From an optimization exercise on the open Yosys and OpenROAD flow, aimed at small area, a short achievable clock period and few clock cycles; shortcuts taken in it are not production practice.
Only simulation tests tie the RTL to the original design; equivalence was not proved.

try-xenon:
// ALU
module ALU #(
    parameter DATA_W = 32
)
(
    input                       i_clk,    
    input                       i_rst_n,  
    input                       i_valid,  
    input [DATA_W - 1 : 0]      i_A,      
    input [DATA_W - 1 : 0]      i_B,      
    input [         2 : 0]      i_inst,   
    output [2*DATA_W - 1 : 0]   o_data,   
    output                      o_done    
);
Size in the first run: ~1,900 cells after synthesis, roughly 120 flip-flops, ~140 I/O pins.
export LEC_CHECK = 0
export CAP_MARGIN = 20
export CORE_MARGIN = 2
export CORE_UTILIZATION = 35
export CTS_BUF_LIST = sky130_fd_sc_hd__clkbuf_4 sky130_fd_sc_hd__clkbuf_8
export PLACE_DENSITY = 0.5
export SETUP_SLACK_MARGIN = 3.3
export SLEW_MARGIN = 20
export TNS_END_PERCENT = 20
create_clock -name core_clock -period 8.0 [get_ports {i_clk}]
standard.sh (not shown) runs the stock make flow with config.mk's settings and CLKGATE_MAP_FILE= SYNTH_SCRIPT=/design/flow/synth_recipe.tcl, a recipe that flattens the netlist after the stock synthesis.
==> flow/flow/run.sh <==
#!/bin/bash
set -euo pipefail
export BUFFER_PORTS_ARGS="-buffer_cell sky130_fd_sc_hd__buf_1"
bash standard.sh finish > layout.log 2>&1
try-xenon ran to completion and came out clean on the timing, DRC and antenna checks.
Testbench counts of try-xenon, summed over its fixed seeds: cycles 13,895.
The inputs of try-harbor differ from those of try-xenon as listed below.
Settings: changing SETUP_SLACK_MARGIN from 3.3 to 3.6; changing TNS_END_PERCENT from 20 to 0.
Notes after the runs:
As far as post-synthesis share of cell area spent on xor and xnor gates goes, try-harbor and try-xenon are indistinguishable; the numbers are identical. Taking try-xenon as the reference, in try-harbor normalized max-slew margin down 8.0 points, total number of vias closely matched the old numbers. Hold slack is higher on try-harbor. [try-harbor vs try-xenon] total number of nets in the final design: higher in try-harbor. From try-xenon to try-harbor the numbers moved as follows: cell depth of the worst flop-to-flop path fell by 1, utilization rose by 1.0 points, portion of the clock cycle consumed by the worst path in the final layout fell by 1.4 points.
diff inputs: try-harbor => try-pepper
Settings: changing SETUP_SLACK_MARGIN from 3.6 to 3.3; changing CORE_UTILIZATION from 35 to 30; changing PLACE_DENSITY from 0.5 to 0.42; removing TNS_END_PERCENT (formerly 0).
[summary]
try-pepper was carried through to the last stage, and its layout satisfied the timing, DRC and antenna checks. Diff try-harbor -> try-pepper: die span in y grew by about 8%; final critical delay including setup and external delays grew by 0.091 ns; routing usage on met1 shrank by 2.9 points. try-pepper ended up with a higher hold slack than try-harbor did. For design area, try-harbor and try-pepper come out practically identical. Compared with try-harbor, try-pepper shows a first-pass GRT wire length that is 5.9% higher. Inserted tap cell count ends up higher on try-pepper. Relative to try-harbor, try-pepper degrades half-perimeter wire length after detailed placement. The post-layout worst setup margin of try-pepper falls short of that of try-harbor by 0.091 ns.
Here is what was changed in the inputs of try-tundra compared with try-pepper.
Settings: PLACE_DENSITY changed from 0.42 to 0.65; CORE_UTILIZATION changed from 30 to 45; CTS_BUF_LIST removed (was sky130_fd_sc_hd__clkbuf_4 sky130_fd_sc_hd__clkbuf_8).
## What came out
The flow did not stop early for try-tundra: all stages ran, and the layout cleared the timing, DRC and antenna checks.
Standard cell with the maximum stage delay on the critical path: sky130_fd_sc_hd__o311ai_0 -> try-tundra, sky130_fd_sc_hd__or4_4 -> try-pepper
On routed length on met2: between try-tundra and try-pepper, it ends up higher for try-pepper.
Re number of hold-slack violations in the final timing report: no difference whatsoever between try-pepper and try-tundra.
Looking at total cell area at the placement stage, try-tundra sits 2.1% below try-pepper.
Diff try-pepper -> try-tundra: maximum number of pins on one net before global-route repair -28, ratio of routed vias to standard cells saw an increase, register-to-register slack dropped 0.02 ns, post-layout instance area dropped 1.4%.
try-tundra — die width about 18% lower, try-pepper as reference
try-tundra vs. try-pepper: routed wire length -about 13%, total half-perimeter wirelength after legalization and detailed placement -7900 um.

[what the ideal ports hide]
In the flow no input, the clock included, has a driving cell. The finished layouts below were timed again as built, in two steps.
Step 1 sets driving cells, clkbuf_16 on the clock port and buf_2 on the other inputs (assumed; they add their load-dependent delay and slew).
Step 2 adds t to the input delays and takes it off the output delays; t is the mean of the earliest and latest rising clock arrival at the registers after step 1. Input paths then give back, and output paths get back, about the clock's delay inside the block.
Slacks: no drivers / after step 1 / after step 2; pairs: no drivers / after step 1.
run | t, ns | slack for setup (ns) | hold WS [ns]
try-xenon | 0.534 | 3.404 / 3.404 / 3.176 | 0.437 / 0.437 / 0.437
try-harbor | 0.525 | 3.515 / 3.515 / 3.173 | 0.456 / 0.456 / 0.456
try-pepper | 0.545 | 3.424 / 3.424 / 3.072 | 0.460 / 0.460 / 0.460
try-tundra | 0.486 | 3.381 / 3.397 / 2.923 | 0.445 / 0.445 / 0.445
After both steps setup and hold are still met in every run listed. The setup slack of try-tundra, which loses most, moves by +0.016 ns with the drivers and by -0.458 ns with both steps.
